This design comes from an exercise in tuning for small area on the open sky130 flow, not from production work. Where RTL was checked, it was by simulation tests only, not by an equivalence proof against the original. For run 1, only the layout was checked, not whether the RTL still works. The flow treats the clock pin as an ideal source, which a real chip does not have. Power and IR drop assume default switching activity.

$ cat flow/design.v
`timescale 1ns / 1ps
module clockdiv(
	input wire clk,
	input wire rst,
	output wire dclk,
	output wire segclk
	);
reg [1:0] phase;
localparam [17:0] INV = 18'h15555;
reg [17:0] st;
wire [17:0] sr = st ^ INV;
wire [17:0] sr_next = rst ? 18'd0 : {sr[16:0], sr[17] ^ sr[10] ^ (sr[16:0] == 17'd0)};
always @(posedge clk)
begin
	if (rst)
		phase <= 2'd0;
	else
		phase <= phase + 2'd1;
	st <= sr_next ^ INV;
end
assign segclk = (sr == 18'h02010);
assign dclk = (phase == 2'b01);
endmodule
`timescale 1ns / 1ps
module segdisplay(
	input wire clk,
	input wire rst,
	input wire segclk,
	output reg [6:0] seg,
	output reg [3:0] an
	);
always @(posedge clk)
begin
	if (rst)
		an <= 4'b1111;
	else if (segclk)
		an <= {an[0] & ~(an[3] & an[2] & an[1]), an[3:1]};
end
always @(*)
begin
	case (an)
		4'b0111: seg = 7'b1001000;  
		4'b1011: seg = 7'b0110000;  
		4'b1101: seg = 7'b1001100;  
		4'b1110: seg = 7'b0001010;  
		default: seg = 7'b1111111;
	endcase
end
endmodule
`timescale 1ns / 1ps
module debounce(
	input wire clk,
	input wire rst,
	input wire dclk,
	input wire btn,
	output wire fire
	);
localparam [10:0] SEED = 11'h3ff;
localparam [10:0] INV = 11'h555;
reg [10:0] st;
wire [10:0] lfsr = st ^ INV;
assign fire = dclk & (&lfsr);
reg [10:0] nxt;
always @(*)
begin
	if (rst)
		nxt = 11'd0;
	else if (dclk & btn)
		nxt = SEED;
	else if (fire)
		nxt = 11'd0;
	else
		nxt = {lfsr[9:0], lfsr[10] ^ lfsr[8]};
end
always @(posedge clk)
	st <= nxt ^ INV;
endmodule
module vga640x480(
	input wire clk,			 
	input wire rst,			 
	input wire dclk,		 
	input wire btns,
	input wire btnu,
	input wire btnd,
	input wire btnl,
	input wire btnr,
	output wire hsync,		 
	output wire vsync,		 
	output wire [2:0] red,	 
	output wire [2:0] green,  
	output wire [1:0] blue	 
	);
reg [3:0] konami;
reg [2:0] winner;         
reg [1:0] currentPlayer;  
reg [3:0] cursor;
reg [31:0] board;         
wire [1:0] b0  = board[1:0];
wire [1:0] b1  = board[3:2];
wire [1:0] b2  = board[5:4];
wire [1:0] b3  = board[7:6];
wire [1:0] b4  = board[9:8];
wire [1:0] b5  = board[11:10];
wire [1:0] b6  = board[13:12];
wire [1:0] b7  = board[15:14];
wire [1:0] b8  = board[17:16];
wire [1:0] b9  = board[19:18];
wire [1:0] b10 = board[21:20];
wire [1:0] b11 = board[23:22];
wire [1:0] b12 = board[25:24];
wire [1:0] b13 = board[27:26];
wire [1:0] b14 = board[29:28];
wire [1:0] b15 = board[31:30];
wire r0 = b0  != 0 & b0  == b1  & b1  == b2  & b2  == b3;
wire r1 = b4  != 0 & b4  == b5  & b5  == b6  & b6  == b7;
wire r2 = b8  != 0 & b8  == b9  & b9  == b10 & b10 == b11;
wire r3 = b12 != 0 & b12 == b13 & b13 == b14 & b14 == b15;
wire c0 = b0 != 0 & b0 == b4 & b4 == b8  & b8  == b12;
wire c1 = b1 != 0 & b1 == b5 & b5 == b9  & b9  == b13;
wire c2 = b2 != 0 & b2 == b6 & b6 == b10 & b10 == b14;
wire c3 = b3 != 0 & b3 == b7 & b7 == b11 & b11 == b15;
wire d0 = b0 != 0 & b0 == b5 & b5 == b10 & b10 == b15;
wire d1 = b3 != 0 & b3 == b6 & b6 == b9  & b9  == b11;
wire line = r0 | r1 | r2 | r3 | c0 | c1 | c2 | c3 | d0 | d1;
wire full = b0 != 0 & b1 != 0 & b2 != 0 & b3 != 0 & b4 != 0 & b5 != 0 & b6 != 0 & b7 != 0
          & b8 != 0 & b9 != 0 & b10 != 0 & b11 != 0 & b12 != 0 & b13 != 0 & b14 != 0 & b15 != 0;
wire [1:0] nextPlayer = (currentPlayer == 2'd3) ? 2'd1 : currentPlayer + 2'd1;
wire fs, fu, fd, fl, fr;
debounce DS(.clk(clk), .rst(rst), .dclk(dclk), .btn(btns), .fire(fs));
debounce DU(.clk(clk), .rst(rst), .dclk(dclk), .btn(btnu), .fire(fu));
debounce DD(.clk(clk), .rst(rst), .dclk(dclk), .btn(btnd), .fire(fd));
debounce DL(.clk(clk), .rst(rst), .dclk(dclk), .btn(btnl), .fire(fl));
debounce DR(.clk(clk), .rst(rst), .dclk(dclk), .btn(btnr), .fire(fr));
integer i;
always @(posedge clk) begin
	if (rst) begin
		konami <= 0;
		winner <= 0;
		currentPlayer <= 1;
		cursor <= 0;
		board <= 0;
	end
	else begin
		if (fs) begin
			if (winner != 0) begin
				konami <= 0;
				winner <= 0;
				currentPlayer <= 1;
				cursor <= 0;
				board <= 0;
			end
			else begin
				currentPlayer <= nextPlayer;
				if (konami == 8)
					winner <= {1'b0, currentPlayer};
				else begin
					for (i = 0; i < 16; i = i + 1)
						if (cursor == i && board[2*i +: 2] == 2'd0)
							board[2*i +: 2] <= currentPlayer;
					if (line)
						winner <= {1'b0, currentPlayer};
					else if (full)
						winner <= 3'd4;
				end
			end
		end
		if (fu) begin
			if (cursor[3:2] != 2'd0) cursor <= cursor - 4'd4;
			konami <= (konami == 0 | konami == 1) ? konami + 4'd1 : 4'd0;
		end
		if (fd) begin
			if (cursor[3:2] != 2'd3) cursor <= cursor + 4'd4;
			konami <= (konami == 2 | konami == 3) ? konami + 4'd1 : 4'd0;
		end
		if (fl) begin
			if (cursor[1:0] != 2'd0) cursor <= cursor - 4'd1;
			konami <= (konami == 4 | konami == 6) ? konami + 4'd1 : 4'd0;
		end
		if (fr) begin
			if (cursor[1:0] != 2'd3) cursor <= cursor + 4'd1;
			konami <= (konami == 5 | konami == 7) ? konami + 4'd1 : 4'd0;
		end
	end
end
reg [2:0] hcol;
reg [7:0] hpos;
reg [2:0] vrow;
reg [6:0] vpos;
wire hEnd = (hpos == 8'd159);
wire lineEnd = hcol[2] & (hpos == 8'd15);            
wire vEnd = vrow[2] ? (vpos == 7'd40) : (vpos == 7'd119);
wire hStep = dclk;
wire hWrap = dclk & hEnd;
wire vStep = dclk & lineEnd;
wire vWrap = vStep & vEnd;
always @(posedge clk)
begin
	if (rst) begin
		hcol <= 3'd4;
		hpos <= 8'd16;
		vrow <= 3'd4;
		vpos <= 7'd10;
	end
	else begin
		hpos <= hWrap ? 8'd0 : hpos + {7'd0, hStep};
		hcol <= (hWrap & hcol[2]) ? 3'd0 : hcol + {2'd0, hWrap};
		vpos <= vWrap ? 7'd0 : vpos + {6'd0, vStep};
		vrow <= (vWrap & vrow[2]) ? 3'd0 : vrow + {2'd0, vWrap};
	end
end
assign hsync = ~(hcol[2] & hpos >= 8'd16 & hpos < 8'd112);
assign vsync = ~(vrow[2] & (vpos == 7'd10 | vpos == 7'd11));
wire grid = (hcol[1:0] != 2'd0 & hpos < 8'd5) | (vrow[1:0] != 2'd0 & vpos < 7'd5);
wire lit = ~hcol[2] & ~vrow[2] & ~grid;
wire curHit = hcol[1:0] == cursor[1:0] & vrow[1:0] == cursor[3:2]
            & hpos >= 8'd75 & hpos < 8'd85 & vpos >= 7'd55 & vpos < 7'd65;
wire [1:0] cellv = board[{vrow[1:0], hcol[1:0], 1'b0} +: 2];
reg R, G, B;
always @(*)
begin
	if (winner != 0) begin
		R = winner == 3'd2;
		G = winner == 3'd3;
		B = winner == 3'd1;
	end
	else if (curHit) begin
		R = 1'b1;
		G = 1'b1;
		B = 1'b1;
	end
	else begin
		R = cellv == 2'd1;
		G = cellv == 2'd2;
		B = cellv == 2'd3;
	end
end
assign red   = {R & lit, R & lit, lit};
assign green = {G & lit, G & lit, lit};
assign blue  = {B & lit, lit};
endmodule
`timescale 1ns / 1ps
module NERP_demo_top(
	input wire clk,			 
	input wire rst,			 
	input wire btns,
	input wire btnu,
	input wire btnd,
	input wire btnl,
	input wire btnr,
	output wire [6:0] seg,	 
	output wire [3:0] an,	 
	output wire dp,			 
	output wire [2:0] red,	 
	output wire [2:0] green, 
	output wire [1:0] blue,	 
	output wire hsync,		 
	output wire vsync			 
	);
wire segclk;
wire dclk;
assign dp = 1;
clockdiv U1(
	.clk(clk),
	.rst(rst),
	.segclk(segclk),
	.dclk(dclk)
	);
segdisplay U2(
	.clk(clk),
	.rst(rst),
	.segclk(segclk),
	.seg(seg),
	.an(an)
	);
vga640x480 U3(
	.clk(clk),
	.rst(rst),
	.dclk(dclk),
	.btns(btns),
	.btnu(btnu),
	.btnd(btnd),
	.btnl(btnl),
	.btnr(btnr),
	.hsync(hsync),
	.vsync(vsync),
	.red(red),
	.green(green),
	.blue(blue)
	);
endmodule
$ cat flow/flow/run.sh
#!/bin/bash
# The standard layout (standard.sh), with these changes:
# - synthesis: synth_recipe.tcl unchanged, but its final ABC mapping is
#   replaced by the smallest of several area-oriented ABC runs
#   (flow/abc_pick.tcl, flow/area_s*.abc);
# - clock tree: TritonCTS with clkbuf_8 only and no dummy loads;
# - port buffers: buf_1.
# Each tool's output goes to standard.log here and to ORFS's own logs
# under orfs/logs.
set -euo pipefail
HERE=$(pwd)
printf 'source %s\nsource %s\n' "$HERE/flow/abc_pick.tcl" "$HERE/synth_recipe.tcl" > "$HERE/synth_area.tcl"
export ABC_SCRIPTS="$HERE/flow/area_s0.abc $HERE/flow/area_s2.abc $HERE/flow/area_s5.abc $HERE/flow/area_s10.abc"
bash standard.sh \
  "SYNTH_SCRIPT=$HERE/synth_area.tcl" \
  "CTS_ARGS=-sink_clustering_enable -repair_clock_nets -dont_use_dummy_load -buf_list sky130_fd_sc_hd__clkbuf_8" \
  "BUFFER_PORTS_ARGS=-buffer_cell sky130_fd_sc_hd__buf_1" \
  finish > standard.log 2>&1
$ cat flow/flow/abc_pick.tcl
# Sourced before synth_recipe.tcl: the final technology mapping runs ABC once
# with each script in ABC_SCRIPTS (area-oriented: deep AIG restructuring
# with different random seeds, then area-first mapping) and keeps the
# smallest result. Only the combinational logic changes; the flip-flops are
# mapped before this step and keep their cells and names.
proc abc {args} {
  set i [lsearch $args -script]
  set j [lsearch $args -liberty]
  set lib [lindex $args [expr {$j + 1}]]
  yosys design -save pre_abc
  set best 1e18
  set k 0
  foreach script $::env(ABC_SCRIPTS) {
    yosys design -load pre_abc
    lset args [expr {$i + 1}] $script
    yosys abc {*}$args
    set rpt [yosys tee -q -s result.string stat -liberty $lib]
    set area 1e18
    regexp {Chip area for module [^:]*:\s*([0-9.eE+-]+)} $rpt -> area
    puts "ABC candidate $k ($script): area $area"
    if {$area < $best} {
      set best $area
      yosys design -save best_abc
    }
    incr k
  }
  yosys design -load best_abc
  puts "ABC best area $best"
}
$ cat flow/flow/area_s0.abc
strash
&get -n
&deepsyn -T 15 -S 0
&dch -f
&nf -R 1000
&put
topo
stime -c
$ cat flow/flow/area_s10.abc
strash
&get -n
&deepsyn -T 15 -S 10
&dch -f
&nf -R 1000
&put
topo
stime -c
$ cat flow/flow/area_s2.abc
strash
&get -n
&deepsyn -T 15 -S 2
&dch -f
&nf -R 1000
&put
topo
stime -c
$ cat flow/flow/area_s5.abc
strash
&get -n
&deepsyn -T 15 -S 5
&dch -f
&nf -R 1000
&put
topo
stime -c
$ cat flow/standard.sh
#!/bin/bash
# synth_recipe.tcl (not shown) runs the flow's synth.tcl, then flattens the netlist and writes it again
# the make line also repeats each setting of config.mk as NAME=value (left out here)
make -C /OpenROAD-flow-scripts/flow DESIGN_CONFIG=/design/flow/config.mk WORK_HOME=/design/flow/orfs CLKGATE_MAP_FILE= SYNTH_SCRIPT=/design/flow/synth_recipe.tcl "${@:-finish}"
$ cat flow/config.mk
export PLATFORM = sky130hd
export DESIGN_NAME = NERP_demo_top
export DESIGN_NICKNAME = NERP_demo_top
export VERILOG_FILES = /design/flow/design.v
export SDC_FILE = /design/flow/constraint.sdc
export NUM_CORES = 4
export LEC_CHECK = 0
export CAP_MARGIN = 20
export CORE_MARGIN = 2
export CORE_UTILIZATION = 65
export SLEW_MARGIN = 20
$ cat flow/constraint.sdc
create_clock -name core_clock -period 10.0 [get_ports {clk}]
set_input_delay 2.0000 -clock core_clock [delete_from_list [all_inputs] [get_ports {clk}]]
set_output_delay 2.0000 -clock core_clock [all_outputs]
set_load 0.01 [all_outputs]
==> flow_summary.json, run 1 <==
{
  "cts_buffer_depth": 2,
  "ir_worst_vdd_v": 0.000121,
  "fin_worst_hold_slack_ns": 0.395,
  "finalWirelength_um": 14600,
  "combPwrFrac": 0.036,
  "yosys_warnings": 4,
  "die_y_um": 101,
  "leakage_uw": 0.00247,
  "synth_edf_count": 0,
  "drc": 0,
  "r2r_end": "U3.board[26]",
  "ys_seq_area_frac": 0.472,
  "grt_pass1_wl_um": 23700,
  "cp-end-kind": "output port",
  "avgSynthCellArea_sq_um": 8.49,
  "grt_usage": 0.292,
  "synth_compound_area_frac": 0.175,
  "synth-simple-area-share": 0.260,
  "drive_above_1_share": 0.0249,
  "drt-wirelength-per-cell_um": 16.7,
  "reg2reg_depth": 9,
  "r2r_start": "U1.phase[1]",
  "grt_max_degree": 35,
  "post_cts_buffers": 0,
  "ys_seq_elements": 145,
  "grt.overflow.total": 0,
  "synth.area.mux_share": 0.00346,
  "start_util": 0.669,
  "mostFrequentLayoutCells": "dfxtp_1 (145), nand2_1 (110), o21ai_0 (73), nor2_1 (73), a21oi_1 (56)",
  "cts_tree": "built",
  "tns_ns": 0,
  "crit_arrival_ns": 2.70,
  "crit_fanout": 8,
  "cts_htree_levels": 4,
  "syn-num-nets": 754,
  "finalCritPeriodShare": 0.470,
  "gp_congestion": 0.952,
  "coreArea_sq_um": 9200,
  "row_count": 35,
  "port_buffers": 27,
  "clock_tree.root_cell": "clkbuf_8",
  "first_pass_iters": 7,
  "cts_resized": 0,
  "crit_type": "register to output port",
  "required_ns": 8.00,
  "hold_depth": 1,
  "viasPerCell": 6.36,
  "syn_area_sq_um": 6150,
  "p_int_uw": 760,
  "p_switching_uw": 218,
  "antennaDiodeCount": 0,
  "dieWidth_um": 101,
  "rrSetupSlack_ns": 7.22,
  "crit_path_start_kind": "register",
  "cts_sinks": 145,
  "maxCapViolations": 0,
  "min-delay-start": "U3.DS.st[9]",
  "dp_hpwl_um": 10200,
  "synth-adder-area-share": 0.0484,
  "rsz0062_at_grt": "false",
  "slew_headroom": 0.515,
  "area_delta_synth_final_pct": 7.10,
  "grt_antenna_before_repair": 0,
  "synth_ff_type": "dfxtp_1",
  "ios": 29,
  "slew_viol_final": 0,
  "fin_crit_ns": 4.70,
  "setup_viol": 0,
  "numCtsBuffers": 17,
  "skew_ns": 0.0370,
  "synthArstFlopShare": 0,
  "num-nets-final": 795,
  "outcome": "finished clean",
  "fin_ws_ns": 5.30,
  "synth-xor-area-share": 0.0171,
  "tightest_slew_ns": 0.721,
  "synth_top_family_by_area": "simple AND/OR/NAND/NOR gates",
  "grt_pass1_vias": 4958,
  "dp_slack_ns": 5.83,
  "power_uw": 978,
  "ant_nets": 0,
  "postCtsHoldBufs": 0,
  "synthDistinctLibCells": 47,
  "die_area_sq_um": 10300,
  "final_common_cell": "dfxtp_1",
  "hold_path_end": "U3.DS.st[10]",
  "num_vias": 5558,
  "drt_first_iter_violations": 510,
  "swShare": 0.223,
  "power.share.sequential": 0.623,
  "hold_viol": 0,
  "syn_inst": 724,
  "clock_latency_ns": 0.45,
  "powerDensity_nw_per_um2": 148,
  "p_clk_frac": 0.341,
  "hold_path.class": "register to register",
  "timing.fmax_mhz": 213,
  "cts.clk_slew.worst_paths_ns": 0.07
}
-- critical path, stage by stage (launching register included) --
cell	delay [ns]
dfxtp_1	0.42
clkinv_1	0.14
nor2_1	0.42
a222oi_1	0.20
and3_1	0.23
a211oi_1	0.18
a31oi_1	0.11
nor2_1	0.13
o21ai_0	0.08
a21oi_1	0.20
buf_1	0.17
-- worst max path at each step --
stage	to	slack [ns]	cells past startpoint	start
6_report	green[1]	5.30	10	U3.hcol[1]
3_5_place_dp	U3.board[5]	5.83	7	rst
5_1_grt	green[2]	5.08	10	U3.hcol[1]
3_3_place_gp	red[1]	5.86	9	register
4_1_cts	green[1]	5.38	10	U3.hcol[1]
2_1_floorplan	green[2]	5.98	10	U3.hcol[1]
-- Yosys cell counts (5+ instances only) --
library cell,count,area share
nor4_1,17,0.017
and3_1,7,0.0071
nor3_1,19,0.015
a222oi_1,6,0.0098
ha_1,23,0.047
nand3_1,22,0.018
a21oi_1,56,0.046
and2_0,11,0.011
clkinv_1,24,0.015
a41oi_1,6,0.0085
a22oi_1,8,0.0098
a31oi_1,7,0.0071
dfxtp_1,145,0.47
nand2_1,110,0.067
xor2_1,6,0.0085
nor2_1,73,0.045
o21ai_0,73,0.059
xnor2_1,6,0.0085
buf_4,7,0.0085
nand4_1,19,0.019
nand2b_1,5,0.0051
or4_1,14,0.017
or2_0,7,0.0071
-- power groups by stage --
stage,Combinational (uW),Clock (uW),Sequential (uW)
after floorplan,23.8,0,618
after global placement,32.9,0,621
after detailed placement,34.6,0,621
after CTS,34.7,334,609
after global routing,40.0,358,611
final,35.2,334,609
-- per-layer routing --
metal / wire, um / GRT usage / vias up
met2: 6610 / 0.469 / 246
met5: 0 / 0 / -
met1: 6470 / 0.391 / 2564
li1: - / - / 2703
met3: 1050 / 0.0559 / 45
met4: 423 / 0.114 / 0
-- cells by family (layout without fill, tap and decap cells) --
kind of cell	Yosys count	count (layout)
AOI/OAI and AO/OA	182	182
xor gates and xnor gates	12	12
adders and majority gates	24	24
buffers and inverters	31	70
DFF	145	145
muxes	2	2
other	1	1
and+or+nand+nor	327	327
-- through the flow --
stage | util | instances | instance area [sq um]
2_1_floorplan | - | 724 | 6150
3_3_place_gp | 0.691 | 857 | 6350
3_5_place_dp | 0.691 | 857 | 6350
4_1_cts | 0.716 | 874 | 6590
5_1_grt | 0.716 | 874 | 6590
6_report | 0.716 | 874 | 6590
-- final cells by class --
| class | instances | area [sq um] |
|---|---|---|
| multi-input combinational | 548 | 3100 |
| sequential | 145 | 2900 |
| fill | 732 | 2610 |
| clock buffer | 17 | 234 |
| tap | 111 | 139 |
| timing repair buffer | 29 | 116 |
| inverter | 24 | 90.1 |
-- registers in the layout, summed over array words and instances (netlist names), 4 cells and up, named ones only --
register	flops
U3.DD.st	11
U3.DR.st	11
U1.st	18
U3.hpos	8
U3.konami	4
U3.DU.st	11
U3.vpos	7
U3.DL.st	11
U3.board	32
U3.DS.st	11
U2.an	4
==> inputs of run 2 (changes only) <==
--- a/flow/design.v
+++ b/flow/design.v
@@ -124,7 +124,7 @@
 wire line = r0 | r1 | r2 | r3 | c0 | c1 | c2 | c3 | d0 | d1;
 wire full = b0 != 0 & b1 != 0 & b2 != 0 & b3 != 0 & b4 != 0 & b5 != 0 & b6 != 0 & b7 != 0
           & b8 != 0 & b9 != 0 & b10 != 0 & b11 != 0 & b12 != 0 & b13 != 0 & b14 != 0 & b15 != 0;
-wire [1:0] nextPlayer = (currentPlayer == 2'd3) ? 2'd1 : currentPlayer + 2'd1;
+wire [1:0] nextPlayer = {~(currentPlayer[1] & currentPlayer[0]), currentPlayer[1]};
 wire fs, fu, fd, fl, fr;
 debounce DS(.clk(clk), .rst(rst), .dclk(dclk), .btn(btns), .fire(fs));
 debounce DU(.clk(clk), .rst(rst), .dclk(dclk), .btn(btnu), .fire(fu));
@@ -151,7 +151,7 @@
 			end
 			else begin
 				currentPlayer <= nextPlayer;
-				if (konami == 8)
+				if (konami[3])   
 					winner <= {1'b0, currentPlayer};
 				else begin
 					for (i = 0; i < 16; i = i + 1)
@@ -165,20 +165,32 @@
 			end
 		end
 		if (fu) begin
-			if (cursor[3:2] != 2'd0) cursor <= cursor - 4'd4;
-			konami <= (konami == 0 | konami == 1) ? konami + 4'd1 : 4'd0;
+			if (cursor[3:2] != 2'd0) begin
+				cursor[3:2] <= cursor[3:2] - 2'd1;
+				cursor[1:0] <= cursor[1:0];
+			end
+			konami <= (konami[3:1] == 3'd0) ? konami + 4'd1 : 4'd0;
 		end
 		if (fd) begin
-			if (cursor[3:2] != 2'd3) cursor <= cursor + 4'd4;
-			konami <= (konami == 2 | konami == 3) ? konami + 4'd1 : 4'd0;
+			if (cursor[3:2] != 2'd3) begin
+				cursor[3:2] <= cursor[3:2] + 2'd1;
+				cursor[1:0] <= cursor[1:0];
+			end
+			konami <= (konami[3:1] == 3'd1) ? konami + 4'd1 : 4'd0;
 		end
 		if (fl) begin
-			if (cursor[1:0] != 2'd0) cursor <= cursor - 4'd1;
-			konami <= (konami == 4 | konami == 6) ? konami + 4'd1 : 4'd0;
+			if (cursor[1:0] != 2'd0) begin
+				cursor[1:0] <= cursor[1:0] - 2'd1;
+				cursor[3:2] <= cursor[3:2];
+			end
+			konami <= (konami[2] & ~konami[0]) ? konami + 4'd1 : 4'd0;
 		end
 		if (fr) begin
-			if (cursor[1:0] != 2'd3) cursor <= cursor + 4'd1;
-			konami <= (konami == 5 | konami == 7) ? konami + 4'd1 : 4'd0;
+			if (cursor[1:0] != 2'd3) begin
+				cursor[1:0] <= cursor[1:0] + 2'd1;
+				cursor[3:2] <= cursor[3:2];
+			end
+			konami <= (konami[2] & konami[0]) ? konami + 4'd1 : 4'd0;
 		end
 	end
 end
@@ -186,9 +198,9 @@
 reg [7:0] hpos;
 reg [2:0] vrow;
 reg [6:0] vpos;
-wire hEnd = (hpos == 8'd159);
+wire hEnd = hpos[7] & (&hpos[4:0]);                 
 wire lineEnd = hcol[2] & (hpos == 8'd15);            
-wire vEnd = vrow[2] ? (vpos == 7'd40) : (vpos == 7'd119);
+wire vEnd = vrow[2] ? (vpos[5] & vpos[3]) : (vpos[6] & vpos[5] & vpos[4] & vpos[2] & vpos[1] & vpos[0]);
 wire hStep = dclk;
 wire hWrap = dclk & hEnd;
 wire vStep = dclk & lineEnd;
@@ -209,7 +221,7 @@
 	end
 end
 assign hsync = ~(hcol[2] & hpos >= 8'd16 & hpos < 8'd112);
-assign vsync = ~(vrow[2] & (vpos == 7'd10 | vpos == 7'd11));
+assign vsync = ~(vrow[2] & (vpos[5:1] == 5'd5));   
 wire grid = (hcol[1:0] != 2'd0 & hpos < 8'd5) | (vrow[1:0] != 2'd0 & vpos < 7'd5);
 wire lit = ~hcol[2] & ~vrow[2] & ~grid;
 wire curHit = hcol[1:0] == cursor[1:0] & vrow[1:0] == cursor[3:2]
@@ -219,9 +231,9 @@
 always @(*)
 begin
 	if (winner != 0) begin
-		R = winner == 3'd2;
-		G = winner == 3'd3;
-		B = winner == 3'd1;
+		R = winner[1] & ~winner[0];
+		G = winner[1] & winner[0];
+		B = ~winner[1] & winner[0];
 	end
 	else if (curHit) begin
 		R = 1'b1;
==> run 2 against run 1 <==
Effect of this change:
- synthesized cell count fell by 3.0%
- critical path depth grew 2
- critical path type unchanged
- hold slack lost 0.015 ns
- register-to-register slack worse by 0.64 ns
==> flow_summary.json, run 2 <==
{
  "timing.fmax_mhz": 213,
  "maxCapViolations": 0,
  "coreArea_sq_um": 9150,
  "crit_arrival_ns": 2.70,
  "synthDistinctLibCells": 50,
  "synth_ff_type": "dfxtp_1",
  "finalCritPeriodShare": 0.470,
  "final_common_cell": "dfxtp_1",
  "post_cts_buffers": 0,
  "drt_first_iter_violations": 438,
  "finalWirelength_um": 13900,
  "cp-end-kind": "output port",
  "ys_seq_area_frac": 0.479,
  "cts_htree_levels": 4,
  "synth.top_cell.area_share": 0.479,
  "avgSynthCellArea_sq_um": 8.64,
  "ios": 29,
  "grt.overflow.total": 0,
  "cts_tree": "built",
  "grt_pass1_wl_um": 23100,
  "row_count": 35,
  "dp_hpwl_um": 10100,
  "crit_fanout": 8,
  "area_delta_synth_final_pct": 7.28,
  "hold_path.class": "register to register",
  "syn_inst": 702,
  "largest-register": "U3.board",
  "ys_seq_elements": 145,
  "ir_worst_vdd_v": 0.000115,
  "grt_antenna_before_repair": 0,
  "setup_viol": 0,
  "drive_above_1_share": 0.0270,
  "synthTopCellsByCount": "dfxtp_1 (145), nand2_1 (95), o21ai_0 (70)",
  "port_buffers": 27,
  "required_ns": 8.00,
  "antennaDiodeCount": 0,
  "cts_resized": 0,
  "postCtsHoldBufs": 0,
  "largest_reg_flops": 32,
  "ant_nets": 0,
  "crit_type": "register to output port",
  "powerDensity_nw_per_um2": 149,
  "start_util": 0.663,
  "outcome": "finished clean",
  "reg_top3": "U3.board: 32 flops, U1.st: 18 flops",
  "clock_tree.root_cell": "clkbuf_8",
  "clock_latency_ns": 0.43,
  "cts.clk_slew.worst_paths_ns": 0.08,
  "die_area_sq_um": 10100,
  "tightest_slew_ns": 0.826,
  "grt_pass1_vias": 4951,
  "synthTopCellsByArea": "dfxtp_1 (48%), nand2_1 (5.9%), o21ai_0 (5.8%)",
  "num-nets-final": 768,
  "slew_viol_final": 0,
  "crit_path_start_kind": "register",
  "numCtsBuffers": 17,
  "yosys_warnings": 4,
  "dp_slack_ns": 5.53,
  "hold_viol": 0,
  "cts_sinks": 145,
  "slew_headroom": 0.448,
  "synth_most_common_cell": "dfxtp_1",
  "viasPerCell": 6.36,
  "mostFrequentLayoutCells": "dfxtp_1 (145), nand2_1 (95), o21ai_0 (70)",
  "grt_usage": 0.285,
  "cts_buffer_depth": 2,
  "rsz0062_at_grt": "false",
  "tns_ns": 0,
  "fin_crit_ns": 4.70,
  "num_vias": 5411,
  "drc": 0,
  "first_pass_iters": 7,
  "fin_ws_ns": 5.30,
  "syn-num-nets": 728,
  "dieWidth_um": 101,
  "synth_edf_count": 0,
  "yosys.area.top_type": "dfxtp_1",
  "die_y_um": 101,
  "leakage_uw": 0.00241,
  "synthArstFlopShare": 0,
  "drt-wirelength-per-cell_um": 16.4,
  "gp_congestion": 0.951,
  "skew_ns": 0.0372,
  "grt_max_degree": 54,
  "syn_area_sq_um": 6060
}
[run 2: worst paths after layout]
kind | start | depth (start not counted) | endpoint | slack [ns]
worst max-delay path | U3.vrow[0] | 12 | green[2] | 5.30
worst max register to register | U1.phase[0] | 7 | U3.board[31] | 6.58
worst min-delay path | U3.DD.st[9] | 1 | U3.DD.st[10] | 0.38
worst min register to register | U3.DD.st[9] | 1 | U3.DD.st[10] | 0.38
[run 2: kinds of logic after synthesis]
logic type / Yosys count / share of synthesized area
and+or+nand+nor: 321 / 0.266
AOI/OAI and AO/OA: 181 / 0.178
DFF: 145 / 0.479
buffers and inverters: 21 / 0.0173
adders and majority gates: 20 / 0.0409
xor gates and xnor gates: 12 / 0.0173
other: 1 / 0.000618
muxes: 1 / 0.00186
[run 2: per-stage QoR]
step | total power, uW | utilization | hold slack (ns) | cells | area, sq um
after detailed placement | 656 | 0.685 | 0.384 | 834 | 6270
after floorplan | 642 | - | 0.368 | 702 | 6060
after global placement | 653 | 0.684 | 0.377 | 834 | 6260
after global routing | 1000 | 0.711 | 0.406 | 851 | 6510
after CTS | 975 | 0.711 | 0.379 | 851 | 6510
final | 969 | 0.711 | 0.380 | 851 | 6510
[run 2: critical path: stages (launching register included)]
cell	delay (ns)
dfxtp_1	0.45
nor2b_1	0.49
a22oi_1	0.14
nand3_1	0.12
a21oi_1	0.04
a21oi_1	0.12
nand2_1	0.06
o21ai_0	0.16
nand2b_1	0.11
a21oi_1	0.15
a21oi_1	0.05
nor2_1	0.20
buf_1	0.18
[run 2: routing by layer]
layer	GRT usage	vias to the layer above	wire length (um)
li1	-	2636	-
met1	0.381	2499	6000
met2	0.447	237	6490
met3	0.0624	39	1080
met4	0.124	0	354
met5	0	-	0
[run 2: final cells by class]
class                   instances  area [sq um]
clock buffers                  17           234
fillers                       738          2650
inverters                      14          52.6
multi-input cells             536          3070
flip-flops and latches        145          2900
well taps                     111           139
repair buffers                 28           110
[run 2: where the power goes]
group,internal (uW),total [uW],switching (uW),leakage (uW)
sequential,598,609,10.7,0.00118
clock,150,326,176,0.000122
combinational,12.8,34.6,21.8,0.00111
==> inputs of run 3 (changes only) <==
==> flow/flow/run.sh (replaced) <==
#!/bin/bash
# The standard layout (standard.sh), with these changes:
# - synthesis: synth_recipe.tcl unchanged, but its final ABC mapping is
#   replaced by the smallest of several area-oriented ABC runs
#   (flow/abc_pick.tcl, flow/area_s*.abc);
# - clock tree: TritonCTS with clkbuf_4 and no dummy loads; clock buffers
#   whose sinks would see too slow a clock edge become clkbuf_8
#   (flow/cts_post.tcl);
# - port buffers: buf_1.
# Each tool's output goes to standard.log here and to ORFS's own logs
# under orfs/logs.
set -euo pipefail
HERE=$(pwd)
printf 'source %s\nsource %s\n' "$HERE/flow/abc_pick.tcl" "$HERE/synth_recipe.tcl" > "$HERE/synth_area.tcl"
export ABC_SCRIPTS="$HERE/flow/area_s0.abc $HERE/flow/area_s2.abc $HERE/flow/area_s5.abc $HERE/flow/area_s10.abc"
bash standard.sh \
  "SYNTH_SCRIPT=$HERE/synth_area.tcl" \
  "CTS_ARGS=-sink_clustering_enable -repair_clock_nets -dont_use_dummy_load -buf_list sky130_fd_sc_hd__clkbuf_4" \
  "POST_CTS_TCL=$HERE/flow/cts_post.tcl" \
  "BUFFER_PORTS_ARGS=-buffer_cell sky130_fd_sc_hd__buf_1" \
  finish > standard.log 2>&1
==> flow/flow/cts_post.tcl (new file) <==
# POST_CTS_TCL hook: the clock tree is built from clkbuf_4. Here, one at a
# time, the clkbuf_4 whose sinks would see the slowest clock edge
# (estimated from the placement) is swapped for a clkbuf_8, until no sink of
# a clkbuf_4 sees a slew above slew_up (flip-flop clock pins only: the
# limit is on them); then the placement is legalized.
set slew_up 0.105
proc clkbuf4_worst {} {
  set worst 0.0
  set worst_inst ""
  foreach inst [get_cells *] {
    if {[get_property $inst ref_name] ne "sky130_fd_sc_hd__clkbuf_4"} { continue }
    set out [get_pins -of_objects $inst -filter "direction == output"]
    set net [get_nets -of_objects $out]
    foreach pin [get_pins -of_objects $net -filter "direction == input"] {
      if {![string match */CLK [get_full_name $pin]]} { continue }
      set s [get_property $pin slew_max]
      if {$s > $worst} { set worst $s; set worst_inst $inst }
    }
  }
  return [list $worst_inst $worst]
}
set swapped 0
for {set n 0} {$n < 100} {incr n} {
  estimate_parasitics -placement
  lassign [clkbuf4_worst] inst worst
  if {$inst eq "" || $worst <= $slew_up} { break }
  puts "upsizing clock buffer [get_full_name $inst]: sink slew [format %.3f $worst] ns"
  replace_cell $inst sky130_fd_sc_hd__clkbuf_8
  incr swapped
}
puts "clock buffers upsized: $swapped"
if {$swapped > 0} {
  detailed_placement
  check_placement -verbose
  estimate_parasitics -placement
}
==> run 3 against run 2 <==
Effect of this change:
- global-route usage increased by 0.95 points
- highest routed layer unchanged
- combinational power increased by 1%
- clock power decreased by 15%
- cell count increased by 0.94%
- critical path type unchanged
- clock skew decreased by 0.0022 ns
==> flow_summary.json, run 3 <==
{
  "rrSetupSlack_ns": 6.67,
  "leakage_uw": 0.00243,
  "avgSynthCellArea_sq_um": 8.54,
  "die_y_um": 101,
  "nFillCells": 755,
  "grt_util_met3": 0.0777,
  "ys_seq_elements": 145,
  "grt_usage": 0.295,
  "slew_headroom": 0.469,
  "powerDensity_nw_per_um2": 143,
  "viasPerCell": 6.37,
  "num_vias": 5474,
  "reg_top3": "U3.board: 32 flops, U1.st: 18 flops",
  "tightest_slew_ns": 0.795,
  "largest-register": "U3.board",
  "fin_ws_ns": 5.22,
  "grt_antenna_before_repair": 0,
  "first_pass_iters": 10,
  "grt_pass1_wl_um": 23700,
  "cts.clk_slew.worst_paths_ns": 0.09,
  "synth-simple-area-share": 0.278,
  "yosys_warnings": 4,
  "finalWirelength_um": 14400,
  "gp_congestion": 0.975,
  "synth-adder-area-share": 0.0409,
  "busiest_layer": "met2",
  "hold_depth": 1,
  "drt_first_iter_violations": 409,
  "cts_tree": "built",
  "syn-num-nets": 736,
  "drc": 0,
  "die_area_sq_um": 10100,
  "yosys.area.top_type": "dfxtp_1",
  "area_delta_synth_final_pct": 6.13,
  "r2r_end": "U3.board[31]",
  "grt_pass1_vias": 5102,
  "skew_ns": 0.0350,
  "synthDistinctLibCells": 49,
  "setup_viol": 0,
  "dieWidth_um": 101,
  "grt.overflow.total": 0,
  "synth-xor-area-share": 0.0173,
  "multiInputGateArea_sq_um": 3070,
  "drt-wirelength-per-cell_um": 16.7,
  "synth_ff_type": "dfxtp_1",
  "reg2reg_depth": 8,
  "crit_path_start_kind": "register",
  "hold_path.class": "register to register",
  "row_count": 35,
  "crit_arrival_ns": 2.78,
  "cp-end-kind": "output port",
  "final_common_cell": "dfxtp_1",
  "r2r_start": "U1.phase[1]",
  "outcome": "finished clean",
  "num-nets-final": 776,
  "mostFrequentLayoutCells": "dfxtp_1 (145), nand2_1 (113), o21ai_0 (72)",
  "port_buffers": 27,
  "ir_worst_vdd_v": 0.000131,
  "crit_type": "register to output port",
  "drive_above_1_share": 0.0254,
  "slew_viol_final": 0,
  "ios": 29,
  "synth_top_family_by_area": "simple AND/OR/NAND/NOR gates",
  "cts_sinks": 145,
  "min-delay-start": "U1.st[1]",
  "ys_seq_area_frac": 0.479,
  "antennaDiodeCount": 0,
  "dp_cells": 842,
  "finalCritPeriodShare": 0.478,
  "grt_use_met1": 0.368,
  "coreArea_sq_um": 9150,
  "synth.top_cell.area_share": 0.479,
  "start_util": 0.662,
  "global_route.usage.met2": 0.491,
  "clock_latency_ns": 0.52,
  "dp_slack_ns": 5.21,
  "synthTopCellsByCount": "dfxtp_1 (145), nand2_1 (113), o21ai_0 (72)",
  "dp_hpwl_um": 10200,
  "synthArstFlopShare": 0,
  "required_ns": 8.00,
  "synth_edf_count": 0,
  "synthTopCellsByArea": "dfxtp_1 (48%), nand2_1 (7.0%), o21ai_0 (5.9%)",
  "synth_most_common_cell": "dfxtp_1",
  "rsz0062_at_grt": "false",
  "tns_ns": 0,
  "hold_path_end": "U1.st[2]",
  "seq_area_sq_um": 2900,
  "largest_reg_flops": 32,
  "final_cells": 859,
  "synth_compound_area_frac": 0.164,
  "syn_inst": 710,
  "timing.fmax_mhz": 209,
  "syn_area_sq_um": 6060,
  "fin_crit_ns": 4.78,
  "maxCapViolations": 0,
  "hold_viol": 0,
  "ant_nets": 0,
  "synth.area.mux_share": 0.00351,
  "grt_max_degree": 34,
  "crit_fanout": 11
}
run 3: changes by cell type after synthesis, moves of 3 or more:
| cell | before | now |
|---|---|---|
| a311oi_1 | 3 | 0 |
| nand2b_1 | 21 | 8 |
| a22o_1 | 3 | 6 |
| nand2_1 | 95 | 113 |
| o21bai_1 | 4 | 0 |
| nor3_1 | 18 | 24 |
| a21oi_1 | 57 | 48 |
| and3_1 | 2 | 10 |
| nand3_1 | 26 | 29 |
| o31ai_1 | 2 | 5 |
run 3: layout make-up:
class	count	share of cell area
clock buffer	17	0.0257
timing repair buffer	28	0.0169
tap	111	0.0216
sequential	145	0.451
inverter	14	0.00817
multi-input combinational	544	0.476
run 3: layer usage:
layer / share of wire / up-vias
li1: - / 2656
met1: 0.43 / 2510
met2: 0.46 / 255
met3: 0.079 / 53
met4: 0.031 / 0
met5: 0 / -
run 3: critical path, stage by stage, from the launching register on:
cell	delay (ns)
dfxtp_1	0.55
nor2b_1	0.45
a22oi_1	0.17
nand3_1	0.11
a21oi_1	0.05
a21oi_1	0.14
nand2_1	0.06
o21ai_0	0.17
nand2_1	0.10
a21oi_1	0.15
a21oi_1	0.05
nor2_1	0.11
buf_1	0.16
run 3: through the flow:
step | total power [uW] | hold WS [ns] | util | area, sq um
6_report | 919 | 0.366 | 0.703 | 6430
5_1_grt | 953 | 0.371 | 0.703 | 6430
3_5_place_dp | 655 | 0.381 | 0.684 | 6260
3_3_place_gp | 653 | 0.368 | 0.684 | 6260
2_1_floorplan | 642 | 0.364 | - | 6060
run 3: cell families (layout without fill, tap and decap cells):
group	Yosys count	count (layout)
AOI/OAI and AO/OA	168	168
adders and majority gates	20	20
buffers and inverters	21	59
and+or+nand+nor	341	341
other	1	1
muxes	2	2
xor gates and xnor gates	12	12
DFF	145	145
run 3: worst max-delay path by stage:
stage | start | endpoint | slack (ns) | depth (start not counted)
floorplan | rst | U3.board[0] | 5.73 | 5
global placement | rst | U3.board[11] | 5.45 | 7
detailed placement | rst | U3.board[31] | 5.21 | 7
global route | U3.vrow[0] | green[2] | 4.91 | 12
finish | U3.vrow[0] | green[1] | 5.22 | 12
run 3: power breakdown:
part / internal [uW] / leakage, uW / total (uW) / switching (uW)
sequential: 597 / 0.00118 / 608 / 10.3
clock: 103 / 0.0000937 / 276 / 174
combinational: 11.8 / 0.00116 / 35.0 / 23.2
total: 712 / 0.00243 / 919 / 207
==> inputs of run 4 (changes only) <==
--- a/flow/flow/run.sh
+++ b/flow/flow/run.sh
@@ -12,7 +12,7 @@
 set -euo pipefail
 HERE=$(pwd)
 printf 'source %s\nsource %s\n' "$HERE/flow/abc_pick.tcl" "$HERE/synth_recipe.tcl" > "$HERE/synth_area.tcl"
-export ABC_SCRIPTS="$HERE/flow/area_s0.abc $HERE/flow/area_s2.abc $HERE/flow/area_s5.abc $HERE/flow/area_s10.abc"
+export ABC_SCRIPTS="$(ls "$HERE"/flow/area_s*.abc | tr '\n' ' ')"
 bash standard.sh \
   "SYNTH_SCRIPT=$HERE/synth_area.tcl" \
   "CTS_ARGS=-sink_clustering_enable -repair_clock_nets -dont_use_dummy_load -buf_list sky130_fd_sc_hd__clkbuf_4" \
--- a/flow/flow/abc_pick.tcl
+++ b/flow/flow/abc_pick.tcl
@@ -13,7 +13,11 @@
   foreach script $::env(ABC_SCRIPTS) {
     yosys design -load pre_abc
     lset args [expr {$i + 1}] $script
-    yosys abc {*}$args
+    if {[catch {yosys abc {*}$args} err]} {
+      puts "ABC candidate $k ($script) failed: $err"
+      incr k
+      continue
+    }
     set rpt [yosys tee -q -s result.string stat -liberty $lib]
     set area 1e18
     regexp {Chip area for module [^:]*:\s*([0-9.eE+-]+)} $rpt -> area
==> flow/flow/area_s0.abc (replaced) <==
strash
&get -n
&deepsyn -T 15 -S 0
&dch -f
&nf -R 1000 -F 8 -A 4 -p
&put
topo
stime -c
==> flow/flow/area_s1.abc (new file) <==
strash
&get -n
&deepsyn -T 15 -S 1
&dch -f
&nf -R 1000 -F 8 -A 4 -p
&put
topo
stime -c
==> flow/flow/area_s10.abc (replaced) <==
strash
&get -n
&deepsyn -T 15 -S 10
&dch -f
&nf -R 1000 -F 8 -A 4 -p
&put
topo
stime -c
==> flow/flow/area_s2.abc (replaced) <==
strash
&get -n
&deepsyn -T 15 -S 2
&dch -f
&nf -R 1000 -F 8 -A 4 -p
&put
topo
stime -c
==> flow/flow/area_s3.abc (new file) <==
strash
&get -n
&deepsyn -T 15 -S 3
&dch -f
&nf -R 1000 -F 8 -A 4 -p
&put
topo
stime -c
==> flow/flow/area_s5.abc (replaced) <==
strash
&get -n
&deepsyn -T 15 -S 5
&dch -f
&nf -R 1000 -F 8 -A 4 -p
&put
topo
stime -c
==> flow/flow/area_s7.abc (new file) <==
strash
&get -n
&deepsyn -T 15 -S 7
&dch -f
&nf -R 1000 -F 8 -A 4 -p
&put
topo
stime -c
==> flow/flow/area_s9.abc (new file) <==
strash
&get -n
&deepsyn -T 15 -S 9
&dch -f
&nf -R 1000 -F 8 -A 4 -p
&put
topo
stime -c
==> run 4 against run 3 <==
Effect of this change:
- clock-buffer cell count stayed put
- core utilization up 0.077 points
- sequential share of layout area up 0.17 points
- global-route usage shrank 0.63 points
- largest cell class unchanged
- largest power group unchanged
==> flow_summary.json, run 4 <==
{
  "synth_ff_type": "dfxtp_1",
  "coreArea_sq_um": 9110,
  "avgSynthCellArea_sq_um": 8.47,
  "powerDensity_nw_per_um2": 143,
  "synth_compound_area_frac": 0.184,
  "hold_viol": 0,
  "cts_sinks": 145,
  "row_count": 35,
  "synthTopCellsByCount": "dfxtp_1 (145), nand2_1 (111), o21ai_0 (84)",
  "ys_seq_area_frac": 0.480,
  "timing.fmax_mhz": 203,
  "drive_above_1_share": 0.0253,
  "crit_family": "compound AO/OA/AOI/OAI gates",
  "rsz0062_at_grt": "false",
  "slew_headroom": 0.495,
  "cp-end-kind": "output port",
  "leakage_uw": 0.00234,
  "synth-adder-area-share": 0.0393,
  "cts_tree": "built",
  "num-nets-final": 780,
  "synth_edf_count": 0,
  "largest-register": "U3.board",
  "tns_ns": 0,
  "synth_top_family_by_area": "simple AND/OR/NAND/NOR gates",
  "synth.area.mux_share": 0.00166,
  "r2r_end": "U3.konami[3]",
  "rrSetupSlack_ns": 7.08,
  "drc": 0,
  "r2r_start": "U1.phase[1]",
  "reg_top3": "U3.board: 32 flops, U1.st: 18 flops",
  "outcome": "finished clean",
  "viasPerCell": 6.33,
  "syn_inst": 713,
  "largest_reg_flops": 32,
  "grt.overflow.total": 0,
  "hold_depth": 1,
  "start_util": 0.663,
  "first_pass_iters": 7,
  "synthDistinctLibCells": 51,
  "cts.clk_slew.worst_paths_ns": 0.10,
  "maxCapViolations": 0,
  "crit_type": "register to output port",
  "final_common_cell": "dfxtp_1",
  "grt_usage": 0.288,
  "crit_fanout": 10,
  "clock_latency_ns": 0.52,
  "area_delta_synth_final_pct": 6.09,
  "setup_viol": 0,
  "crit_buf_inv": 2,
  "dieWidth_um": 100,
  "skew_ns": 0.0315,
  "grt_pass1_wl_um": 23500,
  "grt_pass1_vias": 5021,
  "crit_path_start_kind": "register",
  "gp_congestion": 1.00,
  "drt_first_iter_violations": 372,
  "cp_cell_sequence": "or2_0 > o22ai_1 > nor4_1 > o311ai_0 > clkinv_1 > a21oi_1 > nor4_1 > a21oi_1 > nor2_1 > buf_1",
  "fin_worst_hold_slack_ns": 0.390,
  "synthArstFlopShare": 0,
  "grt_antenna_before_repair": 0,
  "dp_cells": 846,
  "num_vias": 5467,
  "yosys_warnings": 4,
  "drt-wirelength-per-cell_um": 16.3,
  "die_area_sq_um": 10100,
  "syn_area_sq_um": 6040,
  "reg2reg_depth": 12,
  "required_ns": 8.00,
  "syn-num-nets": 739,
  "ant_nets": 0,
  "power.share.sequential": 0.662,
  "p_clk_frac": 0.299,
  "finalCritPeriodShare": 0.492,
  "ys_seq_elements": 145,
  "power_uw": 919,
  "fin_crit_ns": 4.92,
  "synth.top_cell.area_share": 0.480,
  "synth-xor-area-share": 0.0188,
  "min-delay-start": "U3.DU.st[9]",
  "synthTopCellsByArea": "dfxtp_1 (48%), o21ai_0 (7.0%), nand2_1 (6.9%)",
  "mostFrequentLayoutCells": "dfxtp_1 (145), nand2_1 (111), o21ai_0 (84)",
  "dp_hpwl_um": 10200,
  "hold_path_end": "U3.DU.st[10]",
  "crit_path_top_delay_cell": "o311ai_0",
  "yosys.area.top_type": "dfxtp_1",
  "slew_viol_final": 0,
  "p_switching_uw": 206,
  "swShare": 0.224,
  "port_buffers": 27,
  "synth_most_common_cell": "dfxtp_1",
  "finalWirelength_um": 14000,
  "crit_arrival_ns": 2.92,
  "hold_path.class": "register to register",
  "synth-simple-area-share": 0.253,
  "final_cells": 863,
  "ios": 29,
  "tightest_slew_ns": 0.753,
  "die_y_um": 100,
  "max_stage_delay_ns": 0.55,
  "ir_worst_vdd_v": 0.000115,
  "antennaDiodeCount": 0,
  "grt_max_degree": 38,
  "combPwrFrac": 0.039,
  "p_int_uw": 713
}
## run 4: power by group through the flow
stage / sequential, uW / combinational [uW] / clock (uW)
final: 608 / 35.5 / 275
after global placement: 621 / 33.7 / 0
after floorplan: 618 / 24.7 / 0
after detailed placement: 622 / 35.4 / 0
after global routing: 611 / 40.8 / 305
## run 4: cells by family after synthesis
logic type,count (synthesis)
other,1
adders and majority gates,19
AOI/OAI and AO/OA,191
and+or+nand+nor,315
muxes,1
xor gates and xnor gates,13
DFF,145
buffers and inverters,28
## run 4: worst register-to-register path, cell delays in order, from the launching register on
cell	delay (ns)
dfxtp_1	0.31
clkinv_1	0.04
ha_1	0.38
or4b_1	0.51
nor3_1	0.43
nand2b_1	0.26
nand2b_1	0.09
buf_4	0.25
nor2b_1	0.19
clkinv_1	0.06
nor2_1	0.07
o21ai_0	0.16
o31ai_1	0.08
## run 4: cell type report
type / count / area, sq um
multi-input combinational: 540 / 3010
sequential: 145 / 2900
fill: 781 / 2700
clock buffer: 17 / 165
tap: 111 / 139
timing repair buffer: 29 / 116
inverter: 21 / 78.8
## run 4: per-stage QoR
step                      setup slack [ns]   util  area, sq um
after floorplan                       6.00      -         6040
final                                 5.08  0.704         6410
after detailed placement              5.44  0.686         6240
after global routing                  4.83  0.704         6410
after global placement                5.55  0.686         6240
## run 4: how the worst max path moves through the flow
stage / start / cells after the start / slack [ns] / end
global route: U3.hcol[0] / 11 / 4.83 / green[1]
floorplan: U3.hcol[0] / 10 / 6.00 / green[2]
detailed placement: rst / 11 / 5.44 / U3.konami[3]
finish: U3.hcol[0] / 10 / 5.08 / green[2]
global placement: rst / 11 / 5.55 / U3.konami[3]
## run 4: per-layer routing
layer / vias to the layer above / global-route usage / routed length (um)
met1: 2541 / 0.381 / 6090
met4: 0 / 0.0843 / 220
met3: 31 / 0.0592 / 1050
met5: - / 0 / 0
li1: 2670 / - / -
met2: 225 / 0.481 / 6680
==> inputs of run 5 (changes only) <==
--- a/flow/design.v
+++ b/flow/design.v
@@ -55,11 +55,13 @@
 	input wire btn,
 	output wire fire
 	);
-localparam [10:0] SEED = 11'h3ff;
+localparam [10:0] SEED = 11'h035;
+localparam [10:0] TGT  = 11'h06a;
+localparam [10:0] CHK  = 11'h5a7;   
 localparam [10:0] INV = 11'h555;
 reg [10:0] st;
 wire [10:0] lfsr = st ^ INV;
-assign fire = dclk & (&lfsr);
+assign fire = dclk & ((lfsr & CHK) == (TGT & CHK));
 reg [10:0] nxt;
 always @(*)
 begin
@@ -195,11 +197,13 @@
 	end
 end
 reg [2:0] hcol;
-reg [7:0] hpos;
+reg [2:0] hsub;
+reg [4:0] hlo;
 reg [2:0] vrow;
 reg [6:0] vpos;
-wire hEnd = hpos[7] & (&hpos[4:0]);                 
-wire lineEnd = hcol[2] & (hpos == 8'd15);            
+wire hloEnd = &hlo;
+wire hEnd = hsub[2] & hloEnd;                       
+wire lineEnd = hcol[2] & (hsub == 3'd0) & (hlo == 5'd15);   
 wire vEnd = vrow[2] ? (vpos[5] & vpos[3]) : (vpos[6] & vpos[5] & vpos[4] & vpos[2] & vpos[1] & vpos[0]);
 wire hStep = dclk;
 wire hWrap = dclk & hEnd;
@@ -209,23 +213,26 @@
 begin
 	if (rst) begin
 		hcol <= 3'd4;
-		hpos <= 8'd16;
+		hsub <= 3'd0;
+		hlo <= 5'd16;
 		vrow <= 3'd4;
 		vpos <= 7'd10;
 	end
 	else begin
-		hpos <= hWrap ? 8'd0 : hpos + {7'd0, hStep};
+		hlo <= hlo + {4'd0, hStep};
+		hsub <= (hWrap) ? 3'd0 : hsub + {2'd0, hStep & hloEnd};
 		hcol <= (hWrap & hcol[2]) ? 3'd0 : hcol + {2'd0, hWrap};
 		vpos <= vWrap ? 7'd0 : vpos + {6'd0, vStep};
 		vrow <= (vWrap & vrow[2]) ? 3'd0 : vrow + {2'd0, vWrap};
 	end
 end
-assign hsync = ~(hcol[2] & hpos >= 8'd16 & hpos < 8'd112);
+assign hsync = ~(hcol[2] & ((hsub == 3'd0 & hlo[4]) | hsub == 3'd1 | hsub == 3'd2 | (hsub == 3'd3 & ~hlo[4])));
 assign vsync = ~(vrow[2] & (vpos[5:1] == 5'd5));   
-wire grid = (hcol[1:0] != 2'd0 & hpos < 8'd5) | (vrow[1:0] != 2'd0 & vpos < 7'd5);
+wire grid = (hcol[1:0] != 2'd0 & hsub == 3'd0 & hlo < 5'd5) | (vrow[1:0] != 2'd0 & vpos < 7'd5);
 wire lit = ~hcol[2] & ~vrow[2] & ~grid;
 wire curHit = hcol[1:0] == cursor[1:0] & vrow[1:0] == cursor[3:2]
-            & hpos >= 8'd75 & hpos < 8'd85 & vpos >= 7'd55 & vpos < 7'd65;
+            & hsub == 3'd2 & hlo >= 5'd11 & hlo < 5'd21     
+            & vpos >= 7'd55 & vpos < 7'd65;
 wire [1:0] cellv = board[{vrow[1:0], hcol[1:0], 1'b0} +: 2];
 reg R, G, B;
 always @(*)
--- a/flow/config.mk
+++ b/flow/config.mk
@@ -7,5 +7,5 @@
 export LEC_CHECK = 0
 export CAP_MARGIN = 20
 export CORE_MARGIN = 2
-export CORE_UTILIZATION = 65
+export CORE_UTILIZATION = 75
 export SLEW_MARGIN = 20
==> run 5 against run 4 <==
Effect of this change:
- sequential power fell by 2%
- synthesized cell count fell by 3.4%
- routed wire length rose by 10%
- hold slack got worse by 0.016 ns
- non-clock buffer count fell by 1
- sequential share of layout area rose by 0.42 points
- clock power rose by 3%
- global-route usage rose by 7.7 points
- final area fell by 0.92%
- worst setup slack improved by 0.17 ns
- register-to-register slack improved by 0.18 ns
==> flow_summary.json, run 5 <==
{
  "num-nets-final": 757,
  "reg_top3": "U3.board: 32 flops, U1.st: 18 flops",
  "synth.top_cell.area_share": 0.485,
  "antennaDiodeCount": 0,
  "final_cells": 829,
  "synth_most_common_cell": "dfxtp_1",
  "drc": 0,
  "synthArstFlopShare": 0,
  "row_count": 32,
  "mostFrequentLayoutCells": "dfxtp_1 (145), nand2_1 (103), nor2_1 (82)",
  "tns_ns": 0,
  "synth_ff_type": "dfxtp_1",
  "crit_arrival_ns": 2.75,
  "cts_tree": "built",
  "ys_seq_elements": 145,
  "cts_sinks": 145,
  "grt_usage": 0.366,
  "start_util": 0.775,
  "crit_type": "register to output port",
  "crit_family": "simple AND/OR/NAND/NOR gates",
  "finalCritPeriodShare": 0.475,
  "leakage_uw": 0.00229,
  "ir_worst_vdd_v": 0.000144,
  "required_ns": 8.00,
  "tightest_slew_ns": 1.05,
  "ios": 29,
  "slew_viol_final": 0,
  "die_area_sq_um": 8710,
  "rsz0062_at_grt": "false",
  "dp_cells": 812,
  "maxCapViolations": 0,
  "drt_first_iter_violations": 674,
  "skew_ns": 0.0244,
  "avgSynthCellArea_sq_um": 8.69,
  "cp-end-kind": "output port",
  "crit_fanout": 8,
  "crit_buf_inv": 1,
  "setup_viol": 0,
  "syn_inst": 689,
  "hold_path.class": "register to register",
  "crit_path_top_delay_cell": "dfxtp_1",
  "grt_max_degree": 41,
  "largest-register": "U3.board",
  "crit_path_start_kind": "register",
  "cts.clk_slew.worst_paths_ns": 0.09,
  "min-delay-start": "U3.DS.st[6]",
  "grt_use_met1": 0.447,
  "startpoint": "U3.hcol[0]",
  "port_buffers": 27,
  "coreArea_sq_um": 7730,
  "slew_headroom": 0.296,
  "fin_crit_ns": 4.75,
  "clock_latency_ns": 0.55,
  "hold_viol": 0,
  "cp_cell_sequence": "or2_0 > o22ai_1 > nor3_1 > o21ai_0 > o21ai_0 > nand2_1 > o21ai_0 > nor2b_1 > nand2b_1 > a311oi_1 > buf_1",
  "grt_pass1_vias": 5352,
  "power_uw": 919,
  "drt-wirelength-per-cell_um": 18.6,
  "ys_seq_area_frac": 0.485,
  "fin_worst_hold_slack_ns": 0.374,
  "viasPerCell": 6.75,
  "powerDensity_nw_per_um2": 145,
  "num_vias": 5597,
  "busiest_layer": "met2",
  "synthTopCellsByArea": "dfxtp_1 (48%), nand2_1 (6.5%), nor2_1 (5.2%)",
  "drive_above_1_share": 0.0303,
  "rrSetupSlack_ns": 7.26,
  "yosys.area.top_type": "dfxtp_1",
  "cp_common_cell": "o21ai_0",
  "grt_util_met3": 0.102,
  "gp_congestion": 0.990,
  "dieWidth_um": 93.3,
  "synth_edf_count": 0,
  "dp_hpwl_um": 10400,
  "ant_nets": 0,
  "grt.overflow.total": 0,
  "global_route.usage.met2": 0.594,
  "grt_pass1_wl_um": 25100,
  "grt_antenna_before_repair": 0,
  "syn-num-nets": 717,
  "final_common_cell": "dfxtp_1",
  "synthTopCellsByCount": "dfxtp_1 (145), nand2_1 (103), nor2_1 (83)",
  "yosys_warnings": 4,
  "finalWirelength_um": 15400,
  "area_delta_synth_final_pct": 6.08,
  "r2r_start": "U1.phase[0]",
  "outcome": "finished clean",
  "first_pass_iters": 8,
  "synthDistinctLibCells": 53,
  "syn_area_sq_um": 5990,
  "max_stage_delay_ns": 0.51,
  "timing.fmax_mhz": 210,
  "largest_reg_flops": 32,
  "final_core_util": 0.822,
  "die_y_um": 93.3
}
## run 5: changes by cell type after synthesis, moves of 8 or more
cell and change:
a21boi_0 +11, a21oi_1 -24, nand2_1 -8, nand3_1 +12, nand4_1 +8, nor2_1 +17
o21ai_0 -25
## run 5: where the power goes
part	switching (uW)	internal, uW	total, uW
sequential	7.10	588	595
combinational	28.8	12.0	40.8
clock	176	107	283
total	212	707	919
## run 5: through the flow
stage               setup WS (ns)  instance area (sq um)
detailed placement           5.66                   6170
global route                 4.98                   6350
global placement             5.77                   6170
floorplan                    5.97                   5990
finish                       5.25                   6350
## run 5: worst register-to-register path, stage by stage (launching register included)
cell and delay, ns:
dfxtp_1 0.36, ha_1 0.41, and4b_1 0.29, nand4_1 0.20
nor2_1 0.85, nand2_1 0.19, nor3_1 0.25, o21a_1 0.13
## run 5: path summary, 6_finish.rpt
check             cells past startpoint           to
setup / recovery                     11      blue[1]
hold / removal                        1  U3.DS.st[7]
setup reg to reg                      7  U3.board[2]
hold reg to reg                       1  U3.DS.st[7]
## run 5: layout make-up
| cell class | count | area (sq um) |
|---|---|---|
| multi-input combinational | 522 | 2980 |
| sequential | 145 | 2900 |
| tap | 102 | 128 |
| fill | 477 | 1380 |
| clock buffer | 17 | 171 |
| inverter | 15 | 56.3 |
| timing repair buffer | 28 | 110 |
## run 5: layer usage
layer | wire length, um | vias up | share of wire
li1 | - | 2583 | -
met2 | 7460 | 360 | 0.48
met1 | 6010 | 2590 | 0.39
met5 | 0 | - | 0
met3 | 1480 | 64 | 0.096
met4 | 492 | 0 | 0.032
## run 5: logic make-up (layout without fill, tap and decap cells)
kind of cell	count (synthesis)	in the layout	synth area share
other	1	1	0.000626
adders and majority gates	22	22	0.0456
DFF	145	145	0.485
xor gates and xnor gates	9	9	0.0132
buffers and inverters	22	60	0.0182
AOI/OAI and AO/OA	156	156	0.163
and+or+nand+nor	328	328	0.260
muxes	6	6	0.0146
==> inputs of run 6 (changes only) <==
--- a/flow/config.mk
+++ b/flow/config.mk
@@ -7,5 +7,5 @@
 export LEC_CHECK = 0
 export CAP_MARGIN = 20
 export CORE_MARGIN = 2
-export CORE_UTILIZATION = 75
+export CORE_UTILIZATION = 65
 export SLEW_MARGIN = 20
==> run 6 against run 5 <==
Effect of this change:
- largest cell class unchanged
- clock power decreased by 2%
- flip-flop and latch count is the same
- power shrank 0.99%
- fmax fell by 0.30%
- sequential share of layout area is essentially flat
- routed wire length is 9.9% lower
- first-iteration DRC count decreased by 33%
- still clean on timing, DRC and antenna
- cell count increased by 1.1%
- clock-buffer cell count is the same
==> flow_summary.json, run 6 <==
{
  "drive_above_1_share": 0.0303,
  "crit_arrival_ns": 2.77,
  "fin_ws_ns": 5.23,
  "antennaDiodeCount": 0,
  "crit_path_start_kind": "register",
  "yosys_warnings": 4,
  "synthTopCellsByArea": "dfxtp_1 (48%), nand2_1 (6.5%), nor2_1 (5.2%)",
  "synthTopCellsByCount": "dfxtp_1 (145), nand2_1 (103), nor2_1 (83)",
  "ant_nets": 0,
  "maxCapViolations": 0,
  "skew_ns": 0.0310,
  "avgSynthCellArea_sq_um": 8.69,
  "timing.fmax_mhz": 210,
  "num_vias": 5316,
  "syn_inst": 689,
  "area_delta_synth_final_pct": 6.17,
  "row_count": 35,
  "mostFrequentLayoutCells": "dfxtp_1 (145), nand2_1 (103), nor2_1 (82)",
  "reg_top3": "U3.board: 32 flops, U1.st: 18 flops",
  "synthDistinctLibCells": 53,
  "dieWidth_um": 100,
  "grt_antenna_before_repair": 0,
  "hold_path.class": "register to register",
  "slew_headroom": 0.318,
  "synth_most_common_cell": "dfxtp_1",
  "drc": 0,
  "dp_hpwl_um": 9910,
  "ys_seq_area_frac": 0.485,
  "clock_latency_ns": 0.52,
  "crit_fanout": 8,
  "crit_type": "register to output port",
  "ys_seq_elements": 145,
  "first_pass_iters": 6,
  "synth_ff_type": "dfxtp_1",
  "placed_cell_area_sq_um": 6190,
  "die_y_um": 100,
  "ir_worst_vdd_v": 0.000124,
  "required_ns": 8.00,
  "grt.overflow.total": 0,
  "p_clk_frac": 0.304,
  "rsz0062_at_grt": "false",
  "synth.top_cell.area_share": 0.485,
  "fin_crit_ns": 4.77,
  "port_buffers": 27,
  "finalWirelength_um": 13900,
  "p_int_uw": 703,
  "die_area_sq_um": 9990,
  "powerDensity_nw_per_um2": 143,
  "final_common_cell": "dfxtp_1",
  "num-nets-final": 757,
  "grt_pass1_vias": 5056,
  "drt_first_iter_violations": 452,
  "synthArstFlopShare": 0,
  "swShare": 0.227,
  "largest_reg_flops": 32,
  "p_switching_uw": 207,
  "gp_congestion": 0.972,
  "outcome": "finished clean",
  "syn-num-nets": 717,
  "cp-end-kind": "output port",
  "dp_slack_ns": 5.67,
  "finalCritPeriodShare": 0.477,
  "coreArea_sq_um": 9060,
  "tightest_slew_ns": 1.02,
  "dp_cells": 821,
  "drt-wirelength-per-cell_um": 16.6,
  "ios": 29,
  "combPwrFrac": 0.043,
  "design_area_sq_um": 6360,
  "final_cells": 838,
  "yosys.area.top_type": "dfxtp_1",
  "hold_viol": 0,
  "grt_pass1_wl_um": 23400,
  "cts.clk_slew.worst_paths_ns": 0.09,
  "tns_ns": 0,
  "start_util": 0.660,
  "largest-register": "U3.board",
  "slew_viol_final": 0,
  "viasPerCell": 6.34,
  "cts_tree": "built",
  "power.share.sequential": 0.654,
  "setup_viol": 0,
  "synth_edf_count": 0,
  "syn_area_sq_um": 5990,
  "cts_sinks": 145,
  "grt_usage": 0.290,
  "leakage_uw": 0.00229,
  "grt_max_degree": 41
}
run 6: cell counts after synthesis:
No cell type changed its count.
run 6: power groups by stage:
stage | registers, uW | clock network [uW] | logic, uW
global placement | 608 | 0 | 36.9
global route | 596 | 305 | 44.2
floorplan | 606 | 0 | 25.2
finish | 595 | 276 | 38.7
detailed placement | 608 | 0 | 37.9
run 6: worst max-delay path, stage by stage (launching register included):
cell and delay [ns]:
dfxtp_1 0.52, or2_0 0.40, o22ai_1 0.14, nor3_1 0.15, o21ai_0 0.11, o21ai_0 0.08
nand2_1 0.06, o21ai_0 0.10, nor2b_1 0.19, nand2b_1 0.07, a311oi_1 0.25, buf_1 0.18
run 6: worst paths after layout:
path                            depth (start not counted)        start  slack, ns      endpoint
worst max-delay path                                   11   U3.hcol[0]       5.23       blue[1]
worst min-delay path                                    1  U3.DD.st[9]       0.34  U3.DD.st[10]
worst max register to register                          6  U1.phase[0]       7.31  U3.board[27]
worst min register to register                          1  U3.DD.st[9]       0.34  U3.DD.st[10]
run 6: cell type report:
type	count	area, sq um
Clock buffer	17	165
Inverter	15	56.3
Fill cell	767	2710
Timing Repair Buffer	28	110
Multi-Input combinational cell	522	2980
Tap cell	111	139
Sequential cell	145	2900
run 6: per-stage QoR:
stage / power [uW] / hold slack [ns] / utilization
6_report: 910 / 0.342 / 0.701
3_5_place_dp: 646 / 0.356 / 0.682
2_1_floorplan: 631 / 0.343 / -
5_1_grt: 946 / 0.346 / 0.701
3_3_place_gp: 644 / 0.346 / 0.682
run 6: kinds of logic after synthesis:
kind of cell               synth area share
AOI/OAI and AO/OA                     0.163
xor gates and xnor gates             0.0132
adders and majority gates            0.0456
buffers and inverters                0.0182
DFF                                   0.485
muxes                                0.0146
other                              0.000626
and+or+nand+nor                       0.260
run 6: layer usage:
layer  wire [um]  global-route usage
met3        1080              0.0613
met5           0                   0
met2        6530               0.482
met4         255               0.109
met1        6050               0.374

[afterwards: timing with drivers on the ports]
The results above use ideal ports. As a check the final layouts listed here were re-extracted and re-timed, cells and wires unchanged.
Step 1: set_driving_cell puts a clkbuf_16 on clk and a buf_2 on each other input, an assumption about the parent block.
Step 2 adds t to the input delays and takes it off the output delays; t is the mean of the earliest and latest rising clock arrival at the registers after step 1. Input paths then give back, and output paths get back, about the clock's delay inside the block.
Three values: ideal, step 1, step 2; two values: the first two.
| run | t (ns) | slack for setup (ns) | hold WS [ns] |
|---|---|---|---|
| run 1 | 0.463 | 5.304 / 5.270 / 5.733 | 0.395 / 0.395 / 0.395 |
| run 2 | 0.445 | 5.298 / 5.265 / 5.364 | 0.380 / 0.380 / 0.380 |
| run 3 | 0.540 | 5.220 / 5.187 / 5.471 | 0.366 / 0.366 / 0.366 |
| run 4 | 0.530 | 5.077 / 5.046 / 5.445 | 0.390 / 0.390 / 0.390 |
| run 5 | 0.567 | 5.247 / 5.213 / 5.379 | 0.374 / 0.374 / 0.374 |
| run 6 | 0.538 | 5.233 / 5.199 / 5.646 | 0.342 / 0.342 / 0.342 |
After both steps every run listed still meets setup and hold.
